This design comes from an exercise in tuning for a short achievable clock period and few clock cycles on the open sky130 flow, not from production work. In this exercise RTL edits were held to simulation tests only and were not proved equivalent to the original.

== the baseline ==
==> module sc_cpu, before the edit <==
module sc_cpu(
    input         clk,
    input         rst,
    output [31:0] imem_addr,
    input  [31:0] imem_rdata,
    output [31:0] dmem_addr,
    output [31:0] dmem_wdata,
    output        dmem_we,
    output [3:0]  dmem_be,
    input  [31:0] dmem_rdata
    );
localparam K = 8;                
reg          valid;              
reg [31:0]   ir;                 
reg [31:0]   opa, opb;           
reg [31:0]   aeqi, anei;         
reg [1:0]    eqh;                
reg [1023:0] rf;                 
reg          mwe;                
reg          mld;                
reg [4:0]    mrt;                
reg [31:0]   ma;                 
reg [31:0]   mwd;                
reg [3:0]    mbe;                
reg        dpend;                
reg [4:0]  pd;                   
reg [31:0] drem;                 
reg [31:0] dq;                   
reg [31:0] dnum;                 
reg [31:0] dden;                 
reg [2:0]  dch;                  
genvar g;
generate for (g = 0; g < 8; g = g + 1) begin : g_npc
    cpu_npc u_npc(.eqh(eqh), .aeqi(aeqi[g*4 +: 4]), .anei(anei[g*4 +: 4]),
        .npc(imem_addr[g*4 +: 4]));
end endgenerate
assign dmem_addr  = ma;
assign dmem_wdata = mwd;
assign dmem_we    = mwe;
assign dmem_be    = mbe;
wire [5:0]  op  = ir[31:26];
wire [5:0]  fn  = ir[5:0];
wire        rty = (op == 6'b000000);
wire f_div  = rty & (fn == 6'b011011);
wire i_lw   = (op == 6'b100011);
wire i_sw   = (op == 6'b101011);
wire i_sb   = (op == 6'b101000);
wire i_sh   = (op == 6'b101001);
wire        regwr;
wire [31:0] alu;
wire        d_zero, d_small;
wire [2:0]  d_top;
wire [31:0] d_rem0;
cpu_divstart #(.K(K)) u_dst(.a(opa), .b(opb), .zero(d_zero), .lt(d_small),
    .top(d_top), .rem0(d_rem0));
cpu_alu u_alu(.ir(ir), .opa(opa), .opb(opb), .quo({32{d_zero}}), .regwr(regwr), .r(alu));
wire        ddisp = valid & f_div & ~d_zero & ~d_small;    
wire [4:0]  wa    = rty ? ir[15:11] : ir[20:16];
wire        wen   = valid & regwr & ~i_lw & ~ddisp;
wire [31:0] addr;
cpu_agen u_agen(.a(opa), .imm(ir[15:0]), .addr(addr));
always @(posedge clk) begin
    if (rst) begin
        mwe <= 1'b0;
        mld <= 1'b0;
    end else begin
        mwe <= valid & (i_sw | i_sb | i_sh);
        mld <= valid & i_lw;
    end
    mrt <= ir[20:16];
    ma  <= addr;
    mwd <= opb;
    mbe <= i_sb ? 4'b0001 : i_sh ? 4'b0011 : 4'b1111;
end
wire [63:0]  dbits = {32'd0, dnum} >> (dch * K);
wire [31:0]  e_rem;
wire [K-1:0] e_qb;
cpu_divsteps #(.K(K)) u_steps(.rem0(drem), .bits(dbits[K-1:0]), .den(dden), .rem(e_rem), .qb(e_qb));
wire [63:0]  e_qs  = {32'd0, dq} << K;
wire [31:0]  e_q   = e_qs[31:0] | {{(32-K){1'b0}}, e_qb};
wire         dwr   = dpend & (dch == 3'd0);
always @(posedge clk) begin
    if (rst)
        dpend <= 1'b0;
    else if (ddisp)
        dpend <= 1'b1;
    else if (dwr)
        dpend <= 1'b0;
    if (ddisp) begin
        dnum <= opa;
        dden <= opb;
        drem <= d_rem0;
        dq   <= 32'd0;
        dch  <= d_top;
        pd   <= wa;
    end else begin
        drem <= e_rem;
        dq   <= e_q;
        dch  <= dch - 3'd1;
    end
end
reg [1023:0] rfx;                
integer      j;
always @* begin
    for (j = 0; j < 32; j = j + 1)
        if (mld && mrt == j && !(wen && wa == j))
            rfx[j*32 +: 32] = dmem_rdata;
        else if (wen && wa == j)
            rfx[j*32 +: 32] = alu;
        else if (dwr && pd == j)
            rfx[j*32 +: 32] = e_q;
        else
            rfx[j*32 +: 32] = rf[j*32 +: 32];
end
always @(posedge clk)
    rf <= rfx;
wire [31:0] opa_n, opb_n, aeq_n, ane_n;
cpu_rfread u_rda(.sel(imem_rdata[25:21]), .rfv(rfx), .q(opa_n));
cpu_rfread u_rdb(.sel(imem_rdata[20:16]), .rfv(rfx), .q(opb_n));
wire [1:0]  eqh_n;
cpu_eqh u_eqh(.a(opa_n), .b(opb_n), .eqh(eqh_n));
wire [31:0] pc1 = imem_addr + 32'd1;
cpu_pre u_pre(.ins(imem_rdata), .pc1(pc1), .hip(pc1[31:16] + 16'd1), .him(pc1[31:16] - 16'd1),
    .aeq(aeq_n), .ane(ane_n));
wire [4:0]  nrs    = imem_rdata[25:21];
wire [4:0]  nrt    = imem_rdata[20:16];
wire        dbusy  = (dpend & ~dwr) | ddisp;
wire [4:0]  dreg   = ddisp ? wa : pd;
wire        dwait  = dbusy & ((nrs == dreg) | (nrt == dreg) | (imem_rdata[15:11] == dreg) |
                              (imem_rdata[31:26] == 6'b000000 & imem_rdata[5:0] == 6'b011011));
wire [5:0]  nop    = imem_rdata[31:26];
wire        nrdt   = (nop == 6'b000000) | (nop == 6'b000100) | (nop == 6'b000101) |
                     (nop == 6'b101011) | (nop == 6'b101000) | (nop == 6'b101001);
wire        lwait  = valid & i_lw & ((nrs == ir[20:16]) | (nrdt & nrt == ir[20:16]));
wire        replay = dwait | lwait;
always @(posedge clk) begin
    if (rst) begin
        valid <= 1'b0;
        aeqi  <= ~32'd0;
        anei  <= ~32'd0;
    end else if (replay) begin
        valid <= 1'b0;
        aeqi  <= ~imem_addr;
        anei  <= ~imem_addr;
    end else begin
        valid <= 1'b1;
        aeqi  <= ~aeq_n;
        anei  <= ~ane_n;
    end
    ir  <= imem_rdata;
    opa <= opa_n;
    opb <= opb_n;
    eqh <= eqh_n;
end
endmodule
==> module cpu_npc, before the edit <==
module cpu_npc(
    input  [1:0]  eqh,
    input  [3:0]  aeqi,
    input  [3:0]  anei,
    output [3:0]  npc
    );
assign npc = ~((&eqh) ? aeqi : anei);
endmodule
==> module cpu_eqh, before the edit <==
module cpu_eqh(
    input  [31:0] a,
    input  [31:0] b,
    output [1:0]  eqh
    );
assign eqh[0] = (a[15:0] == b[15:0]);
assign eqh[1] = (a[31:16] == b[31:16]);
endmodule
export LEC_CHECK = 0
export CAP_MARGIN = 25
export CORE_MARGIN = 2
export CORE_UTILIZATION = 40
export SLEW_MARGIN = 30
export SYNTH_HIERARCHICAL = 1
create_clock -name core_clock -period 135.0 [get_ports {clk}]
standard.sh (not shown) runs the stock make flow with config.mk's settings and CLKGATE_MAP_FILE= SYNTH_SCRIPT=/design/flow/synth_recipe.tcl, a recipe that flattens the netlist after the stock synthesis.
==> flow/flow/run.sh <==
#!/bin/bash
# The standard layout (standard.sh) with three changes to how it is made:
# - ORFS's timing repair is asked for 108 ns of setup slack, so it works on
#   every path longer than 27 ns (the constraints and clock period stay
#   the standard flow's);
# - repair may swap a cell for one of another footprint;
# - every port gets a buf_8 as its buffer.
set -o pipefail
bash standard.sh SETUP_SLACK_MARGIN=108 MATCH_CELL_FOOTPRINT=0 \
    "BUFFER_PORTS_ARGS=-buffer_cell sky130_fd_sc_hd__buf_8" finish > standard.log 2>&1
Testbench counts of the baseline, summed over its fixed seeds: cycles 17,346.
What the candidate does differently from the baseline at the input level:
-- flow/design.v --
<<< the baseline, line 339
    input  [31:0] dmem_rdata
    );
localparam K = 8;                
reg          valid;              
reg [31:0]   ir;                 
reg [31:0]   opa, opb;           
reg [31:0]   aeqi, anei;         
reg [1:0]    eqh;                
reg [1023:0] rf;                 
reg          mwe;                
>>> the candidate, line 339
    input  [31:0] dmem_rdata
    );
localparam K = 7;                
reg          valid;              
reg [31:0]   ir;                 
reg [31:0]   opa, opb;           
reg [31:0]   aeqi, anei;         
reg [3:0]    eqh;                
reg [1023:0] rf;                 
reg          mwe;                
<<< the baseline, line 447
cpu_rfread u_rda(.sel(imem_rdata[25:21]), .rfv(rfx), .q(opa_n));
cpu_rfread u_rdb(.sel(imem_rdata[20:16]), .rfv(rfx), .q(opb_n));
wire [1:0]  eqh_n;
cpu_eqh u_eqh(.a(opa_n), .b(opb_n), .eqh(eqh_n));
wire [31:0] pc1 = imem_addr + 32'd1;
>>> the candidate, line 447
cpu_rfread u_rda(.sel(imem_rdata[25:21]), .rfv(rfx), .q(opa_n));
cpu_rfread u_rdb(.sel(imem_rdata[20:16]), .rfv(rfx), .q(opb_n));
wire [3:0]  eqh_n;
cpu_eqh u_eqh(.a(opa_n), .b(opb_n), .eqh(eqh_n));
wire [31:0] pc1 = imem_addr + 32'd1;
<<< the baseline, line 484
endmodule
module cpu_npc(
    input  [1:0]  eqh,
    input  [3:0]  aeqi,
    input  [3:0]  anei,
>>> the candidate, line 484
endmodule
module cpu_npc(
    input  [3:0]  eqh,
    input  [3:0]  aeqi,
    input  [3:0]  anei,
<<< the baseline, line 494
    input  [31:0] a,
    input  [31:0] b,
    output [1:0]  eqh
    );
assign eqh[0] = (a[15:0] == b[15:0]);
assign eqh[1] = (a[31:16] == b[31:16]);
endmodule
module cpu_agen(
>>> the candidate, line 494
    input  [31:0] a,
    input  [31:0] b,
    output [3:0]  eqh
    );
genvar k;
generate for (k = 0; k < 4; k = k + 1) begin : g_k
    assign eqh[k] = (a[k*8 +: 8] == b[k*8 +: 8]);
end endgenerate
endmodule
module cpu_agen(
==> comparison <==
Via count of the first global-routing pass, the candidate and the baseline: larger value in the baseline
Per the comparison of the candidate with the baseline, pre-CTS worst setup slack saw an increase, fmax saw a decrease, total die area saw a decrease, average cell area after synthesis saw an increase, sum of routed wire length over all layers saw a decrease.
Diff the baseline -> the candidate: final worst hold slack now smaller; first-iteration DRC count shows a reduction of about 7%.
Cmp the candidate and the baseline / count of vias placed by the detailed router / lower: the candidate
Higher setup slack goes to the baseline over the candidate.
On the candidate: final area is about 3.5% lower than what the baseline gave.
Testbench counts of the candidate, summed over its fixed seeds: cycles 17,379.

========
Setup of the reference run:
sc_cpu, a different RTL version from the one above (not shown whole).
For scale: ~16000 cells after synthesis, about 170 I/O pins, roughly 130000 sq um of cells after synthesis.
==> module sc_cpu, before the edit <==
module sc_cpu(
    input         clk,
    input         rst,
    output [31:0] imem_addr,
    input  [31:0] imem_rdata,
    output [31:0] dmem_addr,
    output [31:0] dmem_wdata,
    output        dmem_we,
    output [3:0]  dmem_be,
    input  [31:0] dmem_rdata
    );
localparam K = 8;                
reg          valid;              
reg [31:0]   ir;                 
reg [31:0]   opa, opb;           
reg [31:0]   aeqi, anei;         
reg [3:0]    eqh;                
reg [1023:0] rf;                 
reg          mwe;                
reg          mld;                
reg [4:0]    mrt;                
reg [31:0]   ma;                 
reg [31:0]   mwd;                
reg [3:0]    mbe;                
reg        dpend;                
reg [4:0]  pd;                   
reg [31:0] drem;                 
reg [31:0] dq;                   
reg [31:0] dnum;                 
reg [31:0] dden;                 
reg [2:0]  dch;                  
genvar g;
generate for (g = 0; g < 8; g = g + 1) begin : g_npc
    cpu_npc u_npc(.eqh(eqh), .aeqi(aeqi[g*4 +: 4]), .anei(anei[g*4 +: 4]),
        .npc(imem_addr[g*4 +: 4]));
end endgenerate
assign dmem_addr  = ma;
assign dmem_wdata = mwd;
assign dmem_we    = mwe;
assign dmem_be    = mbe;
wire [5:0]  op  = ir[31:26];
wire [5:0]  fn  = ir[5:0];
wire        rty = (op == 6'b000000);
wire f_div  = rty & (fn == 6'b011011);
wire i_lw   = (op == 6'b100011);
wire i_sw   = (op == 6'b101011);
wire i_sb   = (op == 6'b101000);
wire i_sh   = (op == 6'b101001);
wire        regwr;
wire [31:0] alu;
wire        d_zero, d_small;
wire [2:0]  d_top;
wire [31:0] d_rem0;
cpu_divstart #(.K(K)) u_dst(.a(opa), .b(opb), .zero(d_zero), .lt(d_small),
    .top(d_top), .rem0(d_rem0));
cpu_alu u_alu(.ir(ir), .opa(opa), .opb(opb), .quo({32{d_zero}}), .regwr(regwr), .r(alu));
wire        ddisp = valid & f_div & ~d_zero & ~d_small;    
wire [4:0]  wa    = rty ? ir[15:11] : ir[20:16];
wire        wen   = valid & regwr & ~i_lw & ~ddisp;
wire [31:0] addr;
cpu_agen u_agen(.a(opa), .imm(ir[15:0]), .addr(addr));
always @(posedge clk) begin
    if (rst) begin
        mwe <= 1'b0;
        mld <= 1'b0;
    end else begin
        mwe <= valid & (i_sw | i_sb | i_sh);
        mld <= valid & i_lw;
    end
    mrt <= ir[20:16];
    ma  <= addr;
    mwd <= opb;
    mbe <= i_sb ? 4'b0001 : i_sh ? 4'b0011 : 4'b1111;
end
wire [63:0]  dbits = {32'd0, dnum} >> (dch * K);
wire [31:0]  e_rem;
wire [K-1:0] e_qb;
cpu_divsteps #(.K(K)) u_steps(.rem0(drem), .bits(dbits[K-1:0]), .den(dden), .rem(e_rem), .qb(e_qb));
wire [63:0]  e_qs  = {32'd0, dq} << K;
wire [31:0]  e_q   = e_qs[31:0] | {{(32-K){1'b0}}, e_qb};
wire         dwr   = dpend & (dch == 3'd0);
always @(posedge clk) begin
    if (rst)
        dpend <= 1'b0;
    else if (ddisp)
        dpend <= 1'b1;
    else if (dwr)
        dpend <= 1'b0;
    if (ddisp) begin
        dnum <= opa;
        dden <= opb;
        drem <= d_rem0;
        dq   <= 32'd0;
        dch  <= d_top;
        pd   <= wa;
    end else begin
        drem <= e_rem;
        dq   <= e_q;
        dch  <= dch - 3'd1;
    end
end
reg [1023:0] rfx;                
integer      j;
always @* begin
    for (j = 0; j < 32; j = j + 1)
        if (mld && mrt == j && !(wen && wa == j))
            rfx[j*32 +: 32] = dmem_rdata;
        else if (wen && wa == j)
            rfx[j*32 +: 32] = alu;
        else if (dwr && pd == j)
            rfx[j*32 +: 32] = e_q;
        else
            rfx[j*32 +: 32] = rf[j*32 +: 32];
end
always @(posedge clk)
    rf <= rfx;
wire [31:0] opa_n, opb_n, aeq_n, ane_n;
cpu_rfread u_rda(.sel(imem_rdata[25:21]), .rfv(rfx), .q(opa_n));
cpu_rfread u_rdb(.sel(imem_rdata[20:16]), .rfv(rfx), .q(opb_n));
wire [3:0]  eqh_n;
cpu_eqh u_eqh(.a(opa_n), .b(opb_n), .eqh(eqh_n));
wire [31:0] pc1 = imem_addr + 32'd1;
cpu_pre u_pre(.ins(imem_rdata), .pc1(pc1), .hip(pc1[31:16] + 16'd1), .him(pc1[31:16] - 16'd1),
    .aeq(aeq_n), .ane(ane_n));
wire [4:0]  nrs    = imem_rdata[25:21];
wire [4:0]  nrt    = imem_rdata[20:16];
wire        dbusy  = (dpend & ~dwr) | ddisp;
wire [4:0]  dreg   = ddisp ? wa : pd;
wire        dwait  = dbusy & ((nrs == dreg) | (nrt == dreg) | (imem_rdata[15:11] == dreg) |
                              (imem_rdata[31:26] == 6'b000000 & imem_rdata[5:0] == 6'b011011));
wire [5:0]  nop    = imem_rdata[31:26];
wire        nrdt   = (nop == 6'b000000) | (nop == 6'b000100) | (nop == 6'b000101) |
                     (nop == 6'b101011) | (nop == 6'b101000) | (nop == 6'b101001);
wire        lwait  = valid & i_lw & ((nrs == ir[20:16]) | (nrdt & nrt == ir[20:16]));
wire        replay = dwait | lwait;
always @(posedge clk) begin
    if (rst) begin
        valid <= 1'b0;
        aeqi  <= ~32'd0;
        anei  <= ~32'd0;
    end else if (replay) begin
        valid <= 1'b0;
        aeqi  <= ~imem_addr;
        anei  <= ~imem_addr;
    end else begin
        valid <= 1'b1;
        aeqi  <= ~aeq_n;
        anei  <= ~ane_n;
    end
    ir  <= imem_rdata;
    opa <= opa_n;
    opb <= opb_n;
    eqh <= eqh_n;
end
endmodule
==> module cpu_npc, before the edit <==
module cpu_npc(
    input  [3:0]  eqh,
    input  [3:0]  aeqi,
    input  [3:0]  anei,
    output [3:0]  npc
    );
assign npc = ~((&eqh) ? aeqi : anei);
endmodule
==> module cpu_eqh, before the edit <==
module cpu_eqh(
    input  [31:0] a,
    input  [31:0] b,
    output [3:0]  eqh
    );
genvar k;
generate for (k = 0; k < 4; k = k + 1) begin : g_k
    assign eqh[k] = (a[k*8 +: 8] == b[k*8 +: 8]);
end endgenerate
endmodule
==> module cpu_pre, before the edit <==
module cpu_pre(
    input  [31:0] ins,
    input  [31:0] pc1,
    input  [15:0] hip,
    input  [15:0] him,
    output [31:0] aeq,
    output [31:0] ane
    );
wire [5:0]  op   = ins[31:26];
wire [31:0] nt   = (op == 6'b000010) ? {pc1[31:26], ins[25:0]} : pc1;
wire [16:0] lo   = {1'b0, pc1[15:0]} + {1'b0, ins[15:0]};
wire [15:0] hi   = ins[15] ? (lo[16] ? pc1[31:16] : him) : (lo[16] ? hip : pc1[31:16]);
wire [31:0] bt   = {hi, lo[15:0]};
assign aeq  = (op == 6'b000100) ? bt : nt;
assign ane  = (op == 6'b000101) ? bt : nt;
endmodule
==> flow/config.mk <==
export PLATFORM = sky130hd
export DESIGN_NAME = sc_cpu
export DESIGN_NICKNAME = sc_cpu
export VERILOG_FILES = /design/flow/design.v
export SDC_FILE = /design/flow/constraint.sdc
export NUM_CORES = 4
export LEC_CHECK = 0
export CAP_MARGIN = 25
export CORE_MARGIN = 2
export CORE_UTILIZATION = 40
export SLEW_MARGIN = 30
export SYNTH_HIERARCHICAL = 1
==> flow/constraint.sdc <==
create_clock -name core_clock -period 135.0 [get_ports {clk}]
set_input_delay 27.0000 -clock core_clock [delete_from_list [all_inputs] [get_ports {clk}]]
set_output_delay 27.0000 -clock core_clock [all_outputs]
set_load 0.01 [all_outputs]
Scripts as last shown in full above: flow/flow/run.sh
The reference run: done, clean on timing, DRC and antenna
Testbench counts of the reference run, summed over its fixed seeds: cycles 17,346.
The following lists how the trial run was set up differently from the reference run:
--- a/flow/design.v
+++ b/flow/design.v
@@ -338,12 +338,12 @@
     output [3:0]  dmem_be,
     input  [31:0] dmem_rdata
     );
-localparam K = 8;                
+localparam K = 7;                
 reg          valid;              
 reg [31:0]   ir;                 
 reg [31:0]   opa, opb;           
-reg [31:0]   aeqi, anei;         
-reg [3:0]    eqh;                
+reg [31:0]   aeq, ane;           
+reg [7:0]    eqg;                
 reg [1023:0] rf;                 
 reg          mwe;                
 reg          mld;                
@@ -359,9 +359,9 @@
 reg [31:0] dden;                 
 reg [2:0]  dch;                  
 genvar g;
-generate for (g = 0; g < 8; g = g + 1) begin : g_npc
-    cpu_npc u_npc(.eqh(eqh), .aeqi(aeqi[g*4 +: 4]), .anei(anei[g*4 +: 4]),
-        .npc(imem_addr[g*4 +: 4]));
+generate for (g = 0; g < 4; g = g + 1) begin : g_npc
+    cpu_npc u_npc(.eqg(eqg), .aeq(aeq[g*8 +: 8]), .ane(ane[g*8 +: 8]),
+        .npc(imem_addr[g*8 +: 8]));
 end endgenerate
 assign dmem_addr  = ma;
 assign dmem_wdata = mwd;
@@ -446,11 +446,9 @@
 wire [31:0] opa_n, opb_n, aeq_n, ane_n;
 cpu_rfread u_rda(.sel(imem_rdata[25:21]), .rfv(rfx), .q(opa_n));
 cpu_rfread u_rdb(.sel(imem_rdata[20:16]), .rfv(rfx), .q(opb_n));
-wire [3:0]  eqh_n;
-cpu_eqh u_eqh(.a(opa_n), .b(opb_n), .eqh(eqh_n));
-wire [31:0] pc1 = imem_addr + 32'd1;
-cpu_pre u_pre(.ins(imem_rdata), .pc1(pc1), .hip(pc1[31:16] + 16'd1), .him(pc1[31:16] - 16'd1),
-    .aeq(aeq_n), .ane(ane_n));
+wire [7:0]  eqg_n;
+cpu_eqg u_eqg(.a(opa_n), .b(opb_n), .eqg(eqg_n));
+cpu_pre u_pre(.ins(imem_rdata), .pc1(imem_addr + 32'd1), .aeq(aeq_n), .ane(ane_n));
 wire [4:0]  nrs    = imem_rdata[25:21];
 wire [4:0]  nrt    = imem_rdata[20:16];
 wire        dbusy  = (dpend & ~dwr) | ddisp;
@@ -465,39 +463,39 @@
 always @(posedge clk) begin
     if (rst) begin
         valid <= 1'b0;
-        aeqi  <= ~32'd0;
-        anei  <= ~32'd0;
+        aeq   <= 32'd0;
+        ane   <= 32'd0;
     end else if (replay) begin
         valid <= 1'b0;
-        aeqi  <= ~imem_addr;
-        anei  <= ~imem_addr;
+        aeq   <= imem_addr;
+        ane   <= imem_addr;
     end else begin
         valid <= 1'b1;
-        aeqi  <= ~aeq_n;
-        anei  <= ~ane_n;
+        aeq   <= aeq_n;
+        ane   <= ane_n;
     end
     ir  <= imem_rdata;
     opa <= opa_n;
     opb <= opb_n;
-    eqh <= eqh_n;
+    eqg <= eqg_n;
 end
 endmodule
 module cpu_npc(
-    input  [3:0]  eqh,
-    input  [3:0]  aeqi,
-    input  [3:0]  anei,
-    output [3:0]  npc
+    input  [7:0]  eqg,
+    input  [7:0]  aeq,
+    input  [7:0]  ane,
+    output [7:0]  npc
     );
-assign npc = ~((&eqh) ? aeqi : anei);
+assign npc = (&eqg) ? aeq : ane;
 endmodule
-module cpu_eqh(
+module cpu_eqg(
     input  [31:0] a,
     input  [31:0] b,
-    output [3:0]  eqh
+    output [7:0]  eqg
     );
 genvar k;
-generate for (k = 0; k < 4; k = k + 1) begin : g_k
-    assign eqh[k] = (a[k*8 +: 8] == b[k*8 +: 8]);
+generate for (k = 0; k < 8; k = k + 1) begin : g_k
+    assign eqg[k] = (a[k*4 +: 4] == b[k*4 +: 4]);
 end endgenerate
 endmodule
 module cpu_agen(
@@ -510,16 +508,13 @@
 module cpu_pre(
     input  [31:0] ins,
     input  [31:0] pc1,
-    input  [15:0] hip,
-    input  [15:0] him,
     output [31:0] aeq,
     output [31:0] ane
     );
 wire [5:0]  op   = ins[31:26];
+wire [31:0] imm  = {{16{ins[15]}}, ins[15:0]};
 wire [31:0] nt   = (op == 6'b000010) ? {pc1[31:26], ins[25:0]} : pc1;
-wire [16:0] lo   = {1'b0, pc1[15:0]} + {1'b0, ins[15:0]};
-wire [15:0] hi   = ins[15] ? (lo[16] ? pc1[31:16] : him) : (lo[16] ? hip : pc1[31:16]);
-wire [31:0] bt   = {hi, lo[15:0]};
+wire [31:0] bt   = pc1 + imm;
 assign aeq  = (op == 6'b000100) ? bt : nt;
 assign ane  = (op == 6'b000101) ? bt : nt;
 endmodule
Notes after the runs:
Both conditions hold for the trial run: the flow ran to the end and the final layout passed the timing, design-rule and antenna checks. Comparing the trial run and the reference run, data arrival time of the worst path is higher on the trial run. First-iteration DRC count for the trial run: 305 down relative to the reference run. Count of placed standard cells including taps, the trial run vs the reference run: down slightly. The trial run carries more flip-flops than the reference run.
Testbench counts of the trial run, summed over its fixed seeds: cycles 17,379.

## afterwards: timing with drivers on the ports
No port has a modelled driver above. Below, the same layouts with a new extraction and two added sets of constraints. Step 1 (the two cells are an assumption about what drives the block):
set clk [get_ports {clk}]
set_driving_cell -lib_cell sky130_fd_sc_hd__clkbuf_16 $clk
set_driving_cell -lib_cell sky130_fd_sc_hd__buf_2 [delete_from_list [all_inputs] $clk]
Step 2 also shifts input and output timing later by t, the mid clock arrival at the registers, as if the neighbouring blocks saw the same clock. a / b / c = ideal / step 1 / step 2; a / b = the first two.
| run | t, ns | setup slack, ns | worst register clock-pin slew, ns | worst slew at a driven data input, ns |
|---|---|---|---|---|
| the baseline | 1.022 | 105.875 / 105.502 / 104.481 | 0.10 / 0.10 | 0.74 |
| the candidate | 0.985 | 105.772 / 105.678 / 105.033 | 0.07 / 0.07 | 0.48 |
| the reference run | 0.984 | 105.805 / 105.685 / 104.964 | 0.08 / 0.08 | 0.62 |
| the trial run | 0.994 | 105.697 / 105.592 / 104.991 | 0.08 / 0.08 | 0.74 |
After both steps every run listed still meets setup and hold. The setup slack of the baseline, which loses most, moves by -0.373 ns with the drivers and by -1.394 ns with both steps.
